This design comes from an exercise in tuning for small area and a short achievable clock period on the open sky130 flow, not from production work. RTL that was checked went through simulation tests only; none was proved equivalent to the original. Power and IR drop assume default switching activity.

== JK ==
// processor
module processor(clock,reset,imem_addr,imem_data,wb_en,wb_addr,wb_data,flags);
clock: 11.0 ns
lec_check: 0
abc_clock_period_in_ps: 5000
cap_margin: 20
core_margin: 2
core_utilization: 35
cts_buf_list: sky130_fd_sc_hd__clkbuf_8 sky130_fd_sc_hd__clkbuf_16
cts_cluster_diameter: 80
cts_cluster_size: 25
setup_slack_margin: 5
slew_margin: 20
run.sh (not shown) runs the stock make flow with config.mk's settings and CLKGATE_MAP_FILE= SYNTH_SCRIPT=/design/flow/synth_recipe.tcl, a recipe that flattens the netlist after the stock synthesis.
Having completed the whole flow, JK delivered a layout that passed the timing, design-rule and antenna checks.
Here is what was changed in the inputs of MS compared with JK.
- a change of CTS_CLUSTER_SIZE from 25 to 16
- a change of CORE_UTILIZATION from 35 to 65
- a change of CTS_BUF_LIST from sky130_fd_sc_hd__clkbuf_8 sky130_fd_sc_hd__clkbuf_16 to sky130_fd_sc_hd__clkbuf_8
- a change of CTS_CLUSTER_DIAMETER from 80 to 60
Findings:
NOTE: area of the multi-input gates in MS exceeds that of JK. Compared with JK, in MS minimum clock period increased by 0.020 ns relative to the old numbers, largest incremental delay on the critical path increased by 0.21 ns relative to the old numbers. A start point of the critical path of opb[0] is what JK shows, while opb[3] belongs to MS. Storage element area ended up 0.43% higher on MS than on JK. MS vs JK — final cycle utilization of the critical path rose 0.18 points. When MS is measured against JK, its switching power as a share of total power turns out 0.69 points higher. Compared with JK, MS shows a lower number of tap instances. Going from JK to MS, met3 wirelength from detailed routing shows an increase of 72%, global-route wire length before repair shows a reduction of about 5%, flip-flop and latch share of the layout cell area shows an increase of 1.2 points. Final estimated routing congestion in global placement was higher in MS than in JK.
## Diff of input files: AL against MS
- changing CORE_UTILIZATION from 65 to 50
[summary]
Looking at ratio of total power to cell area across AL and MS, the one that comes out higher is AL.
Worst relative slew slack essentially unchanged between MS and AL.
NOTE standard-cell row count MS->AL increased by more than 10%
Comparing AL and MS, the lower buffer count excluding the clock tree in the final layout is on MS.
Die: AL bigger than MS
Sort AL and MS by post-route standard cell area excluding fillers, descending, and AL comes first.
Function was not checked in any run of this note: the RTL went through the layout flow alone.


job 7076:
Another version of the RTL of processor (not shown whole).
Size in the first run: about 2400 cells after synthesis, about 50 I/O pins, roughly 0.027 mm² of cells after synthesis.
==> flow/config.mk <==
export PLATFORM = sky130hd
export DESIGN_NAME = processor
export DESIGN_NICKNAME = processor
export VERILOG_FILES = /design/flow/design.v
export SDC_FILE = /design/flow/constraint.sdc
export NUM_CORES = 4
export LEC_CHECK = 0
export ABC_CLOCK_PERIOD_IN_PS = 5000
export CAP_MARGIN = 20
export CORE_MARGIN = 2
export CORE_UTILIZATION = 50
export CTS_BUF_LIST = sky130_fd_sc_hd__clkbuf_8
export CTS_CLUSTER_DIAMETER = 60
export CTS_CLUSTER_SIZE = 16
export SLEW_MARGIN = 20
==> flow/constraint.sdc <==
create_clock -name core_clock -period 11.0 [get_ports {clock}]
set_input_delay 2.2000 -clock core_clock [delete_from_list [all_inputs] [get_ports {clock}]]
set_output_delay 2.2000 -clock core_clock [all_outputs]
set_load 0.01 [all_outputs]
standard.sh (not shown) runs the stock make flow with config.mk's settings and CLKGATE_MAP_FILE= SYNTH_SCRIPT=/design/flow/synth_recipe.tcl, a recipe that flattens the netlist after the stock synthesis.
==> flow/flow/run.sh <==
#!/bin/bash
set -e
export SETUP_SLACK_MARGIN=5.5
bash standard.sh > standard.log 2>&1
What job 332 does differently from job 7076 at the input level:
--- a/flow/flow/run.sh
+++ b/flow/flow/run.sh
@@ -3,0 +4 @@
+export BUFFER_PORTS_ARGS="-buffer_cell sky130_fd_sc_hd__buf_4"
--- a/flow/config.mk
+++ b/flow/config.mk
@@ -11 +11 @@
-export CORE_UTILIZATION = 50
+export CORE_UTILIZATION = 35
Results
- Every run in the comparison, job 332 and job 7076, completed the flow with a clean layout.
- Number of placement rows: job 332 vs job 7076 up 20%
- Job 7076 → job 332: detailed-route wire length now larger, power now smaller.
- met5 as the uppermost layer routed was reported by job 7076, and met4 by job 332.
Inputs modified between job 332 and job 6520:
==> flow/run.sh (new file) <==
#!/bin/bash
# synth_recipe.tcl (not shown) runs the flow's synth.tcl, then flattens the netlist and writes it again
# the make line also repeats each setting of config.mk as NAME=value (left out here)
make -C /OpenROAD-flow-scripts/flow DESIGN_CONFIG=/design/flow/config.mk WORK_HOME=/design/flow/orfs CLKGATE_MAP_FILE= SYNTH_SCRIPT=/design/flow/synth_recipe.tcl finish
--- a/flow/config.mk
+++ b/flow/config.mk
@@ -11 +11 @@
-export CORE_UTILIZATION = 35
+export CORE_UTILIZATION = 50
@@ -14,0 +15 @@
+export SETUP_SLACK_MARGIN = 5
removed: flow/flow/run.sh
removed: flow/standard.sh
Notes after the runs:
Job 6520 reached the final stage; the timing, design-rule and antenna checks on its layout passed.
Worst-case setup slack after placement in job 6520 is 0.076 ns above job 332.
Clock network power share (higher): job 6520
| final critical-path required period | job 6520 vs job 332 | 0.29 ns higher |
The final reports for job 6520 and job 332 show area growth from synthesis to layout lower in the former.
Input changes introduced in job 3231 (baseline for comparison: job 6520):
--- a/flow/config.mk
+++ b/flow/config.mk
@@ -11 +11 @@
-export CORE_UTILIZATION = 50
+export CORE_UTILIZATION = 35
[summary]
- From job 6520 to job 3231 the numbers moved as follows: routed length on met2 picked up an extra 4.2%, clock-pin slew on the worst setup and hold paths about even.
- From job 6520 to job 3231 the numbers moved as follows: cell count up 332; fmax moved down; number of non-clock buffers in the layout has decreased.
- Area: job 3231 vs job 6520 -> job 3231 larger


processor, a different RTL version from the one above (not shown whole).
Size: ~2600 cells after synthesis, ~410 flip-flops, about 50 I/O pins, about 0.028 mm^2 of cells after synthesis.
clock: 11.0 ns
lec_check: 0
cap_margin: 20
core_margin: 2
core_utilization: 35
setup_slack_margin: 4
slew_margin: 20
run.sh (not shown) runs the stock make flow with config.mk's settings and CLKGATE_MAP_FILE= SYNTH_SCRIPT=/design/flow/synth_recipe.tcl, a recipe that flattens the netlist after the stock synthesis.
Stock flow here: none of the scripts above is used.
The baseline finished clean.
==> next run, changes <==
--- a/flow/config.mk
+++ b/flow/config.mk
@@ -9,4 +9,6 @@
 export CORE_MARGIN = 2
 export CORE_UTILIZATION = 35
-export SETUP_SLACK_MARGIN = 4
+export CTS_BUF_LIST = sky130_fd_sc_hd__clkbuf_4 sky130_fd_sc_hd__clkbuf_8
+export CTS_CLUSTER_SIZE = 30
+export SETUP_SLACK_MARGIN = 5
 export SLEW_MARGIN = 20
Clock-buffer cell count grows by 40; fmax goes up by 14%; synthesized cell count is unchanged; sequential share of layout area drops by 2.8 points.
Function was not checked in any run of this note: the RTL went through the layout flow alone.


red:
processor with an RTL version that a note above also has.
Size: roughly 2,400 cells after synthesis, roughly 430 flip-flops, ~27,000 um^2 of cells after synthesis.
==> flow/config.mk <==
export PLATFORM = sky130hd
export DESIGN_NAME = processor
export DESIGN_NICKNAME = processor
export VERILOG_FILES = /design/flow/design.v
export SDC_FILE = /design/flow/constraint.sdc
export NUM_CORES = 4
export LEC_CHECK = 0
export ABC_CLOCK_PERIOD_IN_PS = 5000
export CAP_MARGIN = 20
export CORE_MARGIN = 2
export CORE_UTILIZATION = 35
export CTS_BUF_LIST = sky130_fd_sc_hd__clkbuf_8
export CTS_CLUSTER_DIAMETER = 60
export CTS_CLUSTER_SIZE = 16
export SLEW_MARGIN = 20
==> flow/constraint.sdc <==
create_clock -name core_clock -period 11.0 [get_ports {clock}]
set_input_delay 2.2000 -clock core_clock [delete_from_list [all_inputs] [get_ports {clock}]]
set_output_delay 2.2000 -clock core_clock [all_outputs]
set_load 0.01 [all_outputs]
standard.sh (not shown) runs the stock make flow with config.mk's settings and CLKGATE_MAP_FILE= SYNTH_SCRIPT=/design/flow/synth_recipe.tcl, a recipe that flattens the netlist after the stock synthesis.
==> flow/flow/run.sh <==
#!/bin/bash
set -e
export SETUP_SLACK_MARGIN=5.5
export BUFFER_PORTS_ARGS="-buffer_cell sky130_fd_sc_hd__buf_2"
bash standard.sh > standard.log 2>&1
No stage failed in red, and the final checks on the layout all came back clean.
--- input diff red..blue ---
==> flow/flow/run.sh <==
#!/bin/bash
set -e
export SETUP_SLACK_MARGIN=5.5
bash standard.sh > standard.log 2>&1
Notes after the runs:
Compared with red, blue shows a higher number of ordinary inverters in the final layout.
[blue] final clock period utilization by the worst path fell 0.55 points relative to red
blue ends up with a proportion of cell area occupied by multi-input gates that is 0.43 points lower than in red.
Re share of layout cells above drive strength 1: blue is 2.4 points down on red.
Cell with the largest stage delay on the worst path = sky130_fd_sc_hd__dfrtp_4: red; cell with the largest stage delay on the worst path = sky130_fd_sc_hd__dfxtp_4: blue
Setup WNS red -> blue: better
diff inputs: blue => green
Settings: SETUP_SLACK_MARGIN: unset -> 5; GPL_TIMING_DRIVEN: unset -> 0.
==> flow/run.sh (new file) <==
#!/bin/bash
# synth_recipe.tcl (not shown) runs the flow's synth.tcl, then flattens the netlist and writes it again
# the make line also repeats each setting of config.mk as NAME=value (left out here)
make -C /OpenROAD-flow-scripts/flow DESIGN_CONFIG=/design/flow/config.mk WORK_HOME=/design/flow/orfs CLKGATE_MAP_FILE= SYNTH_SCRIPT=/design/flow/synth_recipe.tcl finish
removed: flow/flow/run.sh
removed: flow/standard.sh
### Flow results
On wire length after detailed routing, green and blue are basically level. Clock-buffer cell count: blue vs green identical. Compared with blue, green shows a higher portion of total power attributed to the clock network. Peak fanout along the critical path for green: 7 up relative to blue. green ended up with a higher ratio of routed vias to standard cells than blue did. Diff blue -> green: register share of the cell area grew by 0.64 points; global-route usage roughly the same; setup slack of the critical path after layout dropped 390 ps; gate count after technology mapping roughly the same.

## separate check: timing with driven ports
In the flow no input, the clock included, has a driving cell. The finished layouts below were timed again as built, in two steps.
Step 1 sets driving cells, clkbuf_16 on the clock port and buf_2 on the other inputs (assumed; they add their load-dependent delay and slew).
Step 2 times the ports against the registers' clock, not the clock port: input delays grow and output delays shrink by t, the midpoint of the rising clock arrivals with the driver on.
Three values: no drivers, after step 1, after step 2; two values: the first two.
run | shift t [ns] | setup WS [ns] | worst slew at a driven data input, ns
JK | 0.674 | 4.929 / 4.865 / 4.674 | 0.06
MS | 0.689 | 4.909 / 4.856 / 4.571 | 0.07
AL | 0.723 | 5.003 / 4.952 / 4.572 | 0.04
job 7076 | 0.701 | 5.341 / 5.284 / 4.860 | 0.06
job 332 | 0.718 | 5.299 / 5.241 / 5.002 | 0.06
job 6520 | 0.698 | 5.010 / 4.955 / 4.546 | 0.06
job 3231 | 0.718 | 4.992 / 4.929 / 4.580 | 0.05
the first run of note 3 | 0.643 | 4.013 / 3.949 / 4.308 | 0.05
the second run of note 3 | 0.710 | 4.856 / 4.832 / 4.697 | 0.07
red | 0.736 | 5.365 / 5.302 / 4.975 | 0.06
blue | 0.723 | 5.426 / 5.366 / 4.895 | 0.05
green | 0.738 | 5.036 / 4.972 / 4.364 | 0.07
After both steps every run listed still meets setup and hold. The setup slack of green, which loses most, moves by -0.064 ns with the drivers and by -0.672 ns with both steps.
